Source: an optimization exercise on an open RTL-to-GDS flow (aim: small area and a short achievable clock period). Production flows keep margins and buffers that such runs may drop.
RTL that was checked went through simulation tests only; none was proved equivalent to the original.

==> v8: inputs <==
// question_6
module question_6(
    input clk,
    input rst,
    input signed [15:0] x,
    output reg signed [15:0] y
);
    reg signed [15:0] s1, s2, s3;
    wire [15:0] y_n, s1_n, s2_n;
    wire n1;
    q6_inv g1 (.a(x[0]), .y(n1));
    wire n2;
    q6_inv g2 (.a(x[1]), .y(n2));
    wire n3;
    q6_inv g3 (.a(x[2]), .y(n3));
    wire n4;
    q6_inv g4 (.a(x[3]), .y(n4));
    wire n5;
    q6_inv g5 (.a(x[4]), .y(n5));
    wire n6;
    q6_inv g6 (.a(x[5]), .y(n6));
    wire n7;
    q6_inv g7 (.a(x[6]), .y(n7));
    wire n8;
    q6_inv g8 (.a(x[7]), .y(n8));
    wire n9;
    q6_inv g9 (.a(x[8]), .y(n9));
    wire n10;
    q6_inv g10 (.a(x[9]), .y(n10));
    wire n11;
    q6_inv g11 (.a(x[10]), .y(n11));
    wire n12;
    q6_inv g12 (.a(x[11]), .y(n12));
    wire n13;
    q6_inv g13 (.a(x[12]), .y(n13));
    wire n14;
    q6_inv g14 (.a(x[13]), .y(n14));
    wire n15;
    q6_inv g15 (.a(x[14]), .y(n15));
    wire n16;
    q6_inv g16 (.a(x[15]), .y(n16));
    wire n17;
    q6_nand2 g17 (.a(x[0]), .b(s1[0]), .y(n17));
    wire n18;
    q6_nand2 g18 (.a(x[1]), .b(s1[1]), .y(n18));
    wire n19;
    q6_nand2 g19 (.a(x[2]), .b(s1[2]), .y(n19));
    wire n20;
    q6_nand2 g20 (.a(x[3]), .b(s1[3]), .y(n20));
    wire n21;
    q6_nand2 g21 (.a(x[4]), .b(s1[4]), .y(n21));
    wire n22;
    q6_nand2 g22 (.a(x[5]), .b(s1[5]), .y(n22));
    wire n23;
    q6_nand2 g23 (.a(x[6]), .b(s1[6]), .y(n23));
    wire n24;
    q6_nand2 g24 (.a(x[7]), .b(s1[7]), .y(n24));
    wire n25;
    q6_nand2 g25 (.a(x[8]), .b(s1[8]), .y(n25));
    wire n26;
    q6_nand2 g26 (.a(x[9]), .b(s1[9]), .y(n26));
    wire n27;
    q6_nand2 g27 (.a(x[10]), .b(s1[10]), .y(n27));
    wire n28;
    q6_nand2 g28 (.a(x[11]), .b(s1[11]), .y(n28));
    wire n29;
    q6_nand2 g29 (.a(x[12]), .b(s1[12]), .y(n29));
    wire n30;
  ...
export LEC_CHECK = 0
export CAP_MARGIN = 20
export CORE_MARGIN = 2
export CORE_UTILIZATION = 55
export SETUP_SLACK_MARGIN = 2.7
export SLEW_MARGIN = 20
export TNS_END_PERCENT = 100
create_clock -name core_clock -period 5.0 [get_ports {clk}]
standard.sh (not shown) runs the stock make flow with config.mk's settings and CLKGATE_MAP_FILE= SYNTH_SCRIPT=/design/flow/synth_recipe.tcl, a recipe that flattens the netlist after the stock synthesis.
==> flow/flow/run.sh <==
#!/bin/bash
set -euo pipefail
W=$(pwd)
R=$W/orfs/results/$FLOW_PLATFORM/question_6/base
LIB=$FLOW_HOME/platforms/$FLOW_PLATFORM/lib/sky130_fd_sc_hd__tt_025C_1v80.lib

bash standard.sh synth > $W/log_1_standard_synth.txt 2>&1
cp $R/1_2_yosys.v $W/standard_synth.v

WORK=$W LIB_FILE=$LIB yosys -c flow/synth_map.tcl > $W/log_2_own_synth_yosys.txt 2>&1

# the registers must be those of the standard synthesis: same names, same cells
regs() { grep -oE 'sky130_fd_sc_hd__df[a-z0-9_]+ +[^ ]+' "$1" | sed -E 's/_[0-9]+ / /' | sort; }
regs $W/standard_synth.v > $W/regs_standard.txt
regs $W/own_synth.v > $W/regs_own.txt
if ! cmp -s $W/regs_standard.txt $W/regs_own.txt; then
  echo "registers differ from the standard synthesis" >&2
  diff $W/regs_standard.txt $W/regs_own.txt >&2 || true
  exit 1
fi

cp $W/own_synth.v $R/1_2_yosys.v
rm -f $R/1_synth.odb $R/1_synth.sdc

export BUFFER_PORTS_ARGS="-buffer_cell sky130_fd_sc_hd__buf_2"
export CTS_ARGS="-sink_clustering_enable -repair_clock_nets -buf_list sky130_fd_sc_hd__clkbuf_4 -root_buf sky130_fd_sc_hd__clkbuf_8 -sink_clustering_size 16 -dont_use_dummy_load"
bash standard.sh finish > $W/log_3_standard_layout.txt 2>&1
Other scripts of this flow, unchanged in this note and not shown: flow/flow/q6_cells.v, flow/flow/synth_map.tcl
==> v24 (differences from v8) <==
Settings changed: CORE_UTILIZATION 55 to 40.
==> comparison table <==
quantity                                                                 v8             v24
Outcome                                                      finished clean  finished clean
Starting DRC count in detailed routing                                  147             101
Routed metal-1 wirelength                                           4050 µm         4170 µm
Hpwl dp                                                             6320 µm         6600 µm
Count of inserted tapcells                                              102             140
Minimum clock period                                                2.22 ns         2.18 ns
Wire length of the first global-routing pass                       14300 µm        15100 µm
Setup fix buffers added after clock tree synthesis                        0               1
Endpoint of the lowest-slack register-to-register path               s2[15]          s2[13]
Largest clock skew in the final design                            0.0210 ns       0.0249 ns
Final net count                                                         645             646
Critical Path End                                                    s1[11]          s1[10]
Die outline area                                                0.00863 mm²      0.0117 mm²
Non-clk bufs                                                             35              36
Flip-flop and latch area                                        0.00160 mm²     0.00160 mm²
Area used by multi-input combinational logic                    0.00260 mm²     0.00258 mm²
Die Y-Extent                                                        92.9 µm          108 µm
Crit path largest cell delay                                        0.29 ns         0.27 ns
No functional check of the RTL was part of any run of this note.

---

==> inputs of wip/ember <==
==> flow/design.v <==
module pg3_pre (
    input  [15:0] a,
    input  [15:0] b,
    output [15:0] p,
    output [15:0] g,
    output [15:0] o
);
    assign p = a ^ b;
    assign g = a & b;
    assign o = a | b;
endmodule
module pg3_post #(parameter INV = 0) (
    input  [15:0] p,
    input  [15:0] g,
    input  [15:0] o,
    input  [15:0] ci,
    output [15:0] s,
    output [15:0] c
);
    wire [15:0] cc = INV ? ~ci : ci;
    assign s = p ^ cc;
    assign c = (cc & o) | (~cc & g);
endmodule
module add16 (
    input  [15:0] a,
    input  [15:0] b,
    output [15:0] s
);
    assign s = a + b;
endmodule
module question_6(
    input clk,
    input rst,
    input signed [15:0] x,
    output reg signed [15:0] y
);
    reg signed [15:0] s1, s2, s3;
    wire [15:0] y_sh1 = {y[15], y[15:1]};
    wire [15:0] y_sh2 = {y[15], y[15], y[15:2]};
    wire [15:0] p1, g1, o1, p2, g2, o2;
    wire [15:0] ss1, cc1, ss2, cc2;
    wire [15:0] y_n, s1_n, s2_n;
    pg3_pre pre1 (.a(s2), .b(y_sh1), .p(p1), .g(g1), .o(o1));
    pg3_pre pre2 (.a(s3), .b(y_sh2), .p(p2), .g(g2), .o(o2));
    pg3_post #(.INV(1)) post1 (.p(p1), .g(g1), .o(o1), .ci(x), .s(ss1), .c(cc1));
    pg3_post #(.INV(0)) post2 (.p(p2), .g(g2), .o(o2), .ci(x), .s(ss2), .c(cc2));
    add16 add_y  (.a(x),   .b(s1),                .s(y_n));
    add16 add_s1 (.a(ss1), .b({cc1[14:0], 1'b1}), .s(s1_n));
    add16 add_s2 (.a(ss2), .b({cc2[14:0], 1'b0}), .s(s2_n));
    always @(posedge clk or posedge rst) begin
        if (rst) begin
            s1 <= 16'sd0;
            s2 <= 16'sd0;
            s3 <= 16'sd0;
            y  <= 16'sd0;
        end else begin
            y  <= y_n;
            s1 <= s1_n;
            s2 <= s2_n;
            s3 <= y;
        end
    end
endmodule
==> flow/flow/run.sh <==
#!/bin/bash
# Own flow: the standard synthesis, then the combinational logic re-mapped by
# ABC with a delay target (flow/remap.tcl), then the standard layout steps.
# Each tool's output goes to a log file of its own in this folder.
set -euo pipefail
W=$(pwd)
R=$W/orfs/results/$FLOW_PLATFORM/question_6/base
D=$(cat flow/abc_delay_ps)

bash standard.sh synth > $W/log_1_standard_synth.txt 2>&1
cp $R/1_2_yosys.v $W/standard_synth.v

sed "s/{D}/$D/g" flow/abc_remap.script > $W/abc_remap.script
printf "set_driving_cell sky130_fd_sc_hd__buf_1\nset_load 5\n" > $W/abc_remap.constr
REMAP_IN=$W/standard_synth.v REMAP_OUT=$W/remap.v REMAP_SCRIPT=$W/abc_remap.script \
REMAP_CONSTR=$W/abc_remap.constr \
LIB_FILE=$FLOW_HOME/platforms/$FLOW_PLATFORM/lib/sky130_fd_sc_hd__tt_025C_1v80.lib \
  yosys -c flow/remap.tcl > $W/log_2_remap_yosys.txt 2>&1
# keep only the top module (the cell definitions were read from the library)
awk -v top="$FLOW_TOP" '$1=="module" && $2==top {f=1} f{print} /^endmodule/{f=0}' $W/remap.v.all > $W/remap.v
cp $W/remap.v $R/1_2_yosys.v
rm -f $R/1_synth.odb $R/1_synth.sdc

bash standard.sh finish > $W/log_3_standard_layout.txt 2>&1
==> flow/flow/abc_delay_ps <==
1300
==> flow/flow/abc_remap.script <==
strash
dch
map -D {D}
topo
stime -c
buffer -c
upsize -c -D {D}
dnsize -c -D {D}
stime -c
==> flow/flow/remap.tcl <==
# Re-map the combinational logic of the standard synthesis netlist with ABC,
# using a delay target, so that ABC recovers area off the critical paths
# instead of upsizing every gate. Flip-flops are kept as they are (same
# instances, names and cell types).
# env: REMAP_IN REMAP_OUT REMAP_SCRIPT LIB_FILE
yosys -import
set lib $::env(LIB_FILE)
read_liberty -lib $lib
read_verilog $::env(REMAP_IN)
read_liberty -overwrite -ignore_miss_func $lib
hierarchy -top $::env(FLOW_TOP)
set seq {}
foreach c [regexp -all -inline {sky130_fd_sc_hd__df[a-z0-9_]+} [read [open $::env(REMAP_IN)]]] {
  if {[lsearch $seq $c] < 0} { lappend seq $c }
}
setattr -mod -set keep_hierarchy 1 {*}$seq
flatten
select $::env(FLOW_TOP)
opt_clean
abc -liberty $lib -script $::env(REMAP_SCRIPT) -constr $::env(REMAP_CONSTR)
opt_clean -purge
hilomap -singleton -hicell sky130_fd_sc_hd__conb_1 HI -locell sky130_fd_sc_hd__conb_1 LO
insbuf -buf sky130_fd_sc_hd__buf_4 A X
opt_clean -purge
tee -o $::env(REMAP_OUT).stat stat -liberty $lib
write_verilog -noattr -nohex -nodec -selected $::env(REMAP_OUT).all
==> flow/standard.sh <==
#!/bin/bash
# synth_recipe.tcl (not shown) runs the flow's synth.tcl, then flattens the netlist and writes it again
# the make line also repeats each setting of config.mk as NAME=value (left out here)
make -C /OpenROAD-flow-scripts/flow DESIGN_CONFIG=/design/flow/config.mk WORK_HOME=/design/flow/orfs CLKGATE_MAP_FILE= SYNTH_SCRIPT=/design/flow/synth_recipe.tcl "${@:-finish}"
==> flow/config.mk <==
export PLATFORM = sky130hd
export DESIGN_NAME = question_6
export DESIGN_NICKNAME = question_6
export VERILOG_FILES = /design/flow/design.v
export SDC_FILE = /design/flow/constraint.sdc
export NUM_CORES = 4
export LEC_CHECK = 0
export CAP_MARGIN = 20
export CORE_MARGIN = 2
export CORE_UTILIZATION = 40
export SETUP_SLACK_MARGIN = 0.5
export SLEW_MARGIN = 20
export TNS_END_PERCENT = 100
==> flow/constraint.sdc <==
create_clock -name core_clock -period 5.0 [get_ports {clk}]
set_input_delay 1.0000 -clock core_clock [delete_from_list [all_inputs] [get_ports {clk}]]
set_output_delay 1.0000 -clock core_clock [all_outputs]
set_load 0.01 [all_outputs]
==> wip/sierra: changes against wip/ember <==
--- a/flow/flow/run.sh
+++ b/flow/flow/run.sh
@@ -19,3 +19,3 @@
 # keep only the top module (the cell definitions were read from the library)
-awk -v top="$FLOW_TOP" '$1=="module" && $2==top {f=1} f{print} /^endmodule/{f=0}' $W/remap.v.all > $W/remap.v
+awk -v top="$FLOW_TOP" '$1=="module" && index($2, top "(")==1 {f=1} f{print} /^endmodule/{f=0}' $W/remap.v.all > $W/remap.v
 cp $W/remap.v $R/1_2_yosys.v
@@ -23,2 +23,4 @@
 
+export BUFFER_PORTS_ARGS="-buffer_cell sky130_fd_sc_hd__buf_2"
+export CTS_ARGS="-sink_clustering_enable -repair_clock_nets -buf_list sky130_fd_sc_hd__clkbuf_4 -root_buf sky130_fd_sc_hd__clkbuf_8 -sink_clustering_size 16 -dont_use_dummy_load"
 bash standard.sh finish > $W/log_3_standard_layout.txt 2>&1
==> flow/flow/abc_delay_ps (replaced) <==
1100
==> flow/flow/abc_remap.script (replaced) <==
strash
dch
map -D {D}
strash
dch
map -D {D}
topo
stime -c
buffer -c
upsize -c -D {D}
dnsize -c -D {D}
--- a/flow/flow/remap.tcl
+++ b/flow/flow/remap.tcl
@@ -19,3 +19,8 @@
 opt_clean
-abc -liberty $lib -script $::env(REMAP_SCRIPT) -constr $::env(REMAP_CONSTR)
+# cells the platform marks don't-use (probe and low-power-flow cells)
+set dont_use {}
+foreach {m c} [regexp -all -inline {cell\s*\(\s*"?(sky130_fd_sc_hd__(?:lpflow_|probe)[A-Za-z0-9_]*)} [read [open $lib]]] {
+  lappend dont_use -dont_use $c
+}
+abc -liberty $lib {*}$dont_use -script $::env(REMAP_SCRIPT) -constr $::env(REMAP_CONSTR)
 opt_clean -purge
--- a/flow/config.mk
+++ b/flow/config.mk
@@ -10,3 +10,5 @@
 export CORE_UTILIZATION = 40
-export SETUP_SLACK_MARGIN = 0.5
+export CTS_BUF_LIST = sky130_fd_sc_hd__clkbuf_8
+export CTS_CLUSTER_SIZE = 24
+export SETUP_SLACK_MARGIN = 2.5
 export SLEW_MARGIN = 20
==> wip/delta: changes against wip/ember <==
--- a/flow/flow/run.sh
+++ b/flow/flow/run.sh
@@ -19,3 +19,3 @@
 # keep only the top module (the cell definitions were read from the library)
-awk -v top="$FLOW_TOP" '$1=="module" && $2==top {f=1} f{print} /^endmodule/{f=0}' $W/remap.v.all > $W/remap.v
+awk -v top="$FLOW_TOP" '$1=="module" && index($2, top "(")==1 {f=1} f{print} /^endmodule/{f=0}' $W/remap.v.all > $W/remap.v
 cp $W/remap.v $R/1_2_yosys.v
@@ -23,2 +23,4 @@
 
+export BUFFER_PORTS_ARGS="-buffer_cell sky130_fd_sc_hd__buf_2"
+export CTS_ARGS="-sink_clustering_enable -repair_clock_nets -buf_list sky130_fd_sc_hd__clkbuf_4 -root_buf sky130_fd_sc_hd__clkbuf_8 -sink_clustering_size 16 -dont_use_dummy_load"
 bash standard.sh finish > $W/log_3_standard_layout.txt 2>&1
==> flow/flow/abc_delay_ps (replaced) <==
1200
==> flow/flow/abc_remap.script (replaced) <==
strash
dch
map -D {D}
strash
dch
map -D {D}
topo
stime -c
buffer -c
upsize -c -D {D}
dnsize -c -D {D}
--- a/flow/flow/remap.tcl
+++ b/flow/flow/remap.tcl
@@ -19,3 +19,8 @@
 opt_clean
-abc -liberty $lib -script $::env(REMAP_SCRIPT) -constr $::env(REMAP_CONSTR)
+# cells the platform marks don't-use (probe and low-power-flow cells)
+set dont_use {}
+foreach {m c} [regexp -all -inline {cell\s*\(\s*"?(sky130_fd_sc_hd__(?:lpflow_|probe)[A-Za-z0-9_]*)} [read [open $lib]]] {
+  lappend dont_use -dont_use $c
+}
+abc -liberty $lib {*}$dont_use -script $::env(REMAP_SCRIPT) -constr $::env(REMAP_CONSTR)
 opt_clean -purge
--- a/flow/config.mk
+++ b/flow/config.mk
@@ -10,3 +10,5 @@
 export CORE_UTILIZATION = 40
-export SETUP_SLACK_MARGIN = 0.5
+export CTS_BUF_LIST = sky130_fd_sc_hd__clkbuf_8
+export CTS_CLUSTER_SIZE = 24
+export SETUP_SLACK_MARGIN = 2.5
 export SLEW_MARGIN = 20
==> wip/violet: changes against wip/ember <==
--- a/flow/flow/run.sh
+++ b/flow/flow/run.sh
@@ -19,3 +19,3 @@
 # keep only the top module (the cell definitions were read from the library)
-awk -v top="$FLOW_TOP" '$1=="module" && $2==top {f=1} f{print} /^endmodule/{f=0}' $W/remap.v.all > $W/remap.v
+awk -v top="$FLOW_TOP" '$1=="module" && index($2, top "(")==1 {f=1} f{print} /^endmodule/{f=0}' $W/remap.v.all > $W/remap.v
 cp $W/remap.v $R/1_2_yosys.v
@@ -23,2 +23,4 @@
 
+export BUFFER_PORTS_ARGS="-buffer_cell sky130_fd_sc_hd__buf_2"
+export CTS_ARGS="-sink_clustering_enable -repair_clock_nets -buf_list sky130_fd_sc_hd__clkbuf_4 -root_buf sky130_fd_sc_hd__clkbuf_8 -sink_clustering_size 16 -dont_use_dummy_load"
 bash standard.sh finish > $W/log_3_standard_layout.txt 2>&1
--- a/flow/flow/remap.tcl
+++ b/flow/flow/remap.tcl
@@ -19,3 +19,8 @@
 opt_clean
-abc -liberty $lib -script $::env(REMAP_SCRIPT) -constr $::env(REMAP_CONSTR)
+# cells the platform marks don't-use (probe and low-power-flow cells)
+set dont_use {}
+foreach {m c} [regexp -all -inline {cell\s*\(\s*"?(sky130_fd_sc_hd__(?:lpflow_|probe)[A-Za-z0-9_]*)} [read [open $lib]]] {
+  lappend dont_use -dont_use $c
+}
+abc -liberty $lib {*}$dont_use -script $::env(REMAP_SCRIPT) -constr $::env(REMAP_CONSTR)
 opt_clean -purge
--- a/flow/config.mk
+++ b/flow/config.mk
@@ -10,3 +10,5 @@
 export CORE_UTILIZATION = 40
-export SETUP_SLACK_MARGIN = 0.5
+export CTS_BUF_LIST = sky130_fd_sc_hd__clkbuf_8
+export CTS_CLUSTER_SIZE = 24
+export SETUP_SLACK_MARGIN = 2.5
 export SLEW_MARGIN = 20
==> comparison <==
- wip/violet went through all stages and came out clean. wip/ember failed in 1_synth (STA-1390). wip/sierra ran to the end with no violations. wip/delta went through all stages and came out clean.
- In flip-flop and latch count, wip/sierra and wip/delta do not differ.
- Die area: wip/delta < wip/violet < wip/sierra.
- Synthesized cell count, lowest first: wip/violet, wip/delta, wip/sierra.
- Core utilization: wip/sierra < wip/violet < wip/delta.

-- static timing again, ports no longer ideal --
How much do the figures lean on ideal ports? The routed layouts below were timed once more, with nothing changed but the port constraints. Step 1 (the two cells are an assumption about what drives the block):
set clk [get_ports {clk}]
set_driving_cell -lib_cell sky130_fd_sc_hd__clkbuf_16 $clk
set_driving_cell -lib_cell sky130_fd_sc_hd__buf_2 [delete_from_list [all_inputs] $clk]
Step 2 adds t to the input delays and takes it off the output delays; t is the mean of the earliest and latest rising clock arrival at the registers after step 1. Input paths then give back, and output paths get back, about the clock's delay inside the block. a / b / c = ideal / step 1 / step 2; a / b = the first two.
run	t (ns)	setup WS [ns]	worst register clock-pin slew, ns
v8	0.363	2.777 / 2.758 / 2.419	0.07 / 0.07
v24	0.370	2.824 / 2.836 / 2.466	0.08 / 0.08
wip/sierra	0.390	2.657 / 2.670 / 2.280	0.08 / 0.08
wip/delta	0.387	2.627 / 2.630 / 2.243	0.07 / 0.07
wip/violet	0.384	2.579 / 2.593 / 2.209	0.07 / 0.07
After both steps every run listed still meets setup and hold. For wip/delta, which loses most, drivers alone change the setup slack by +0.003 ns; drivers and shift together by -0.384 ns.
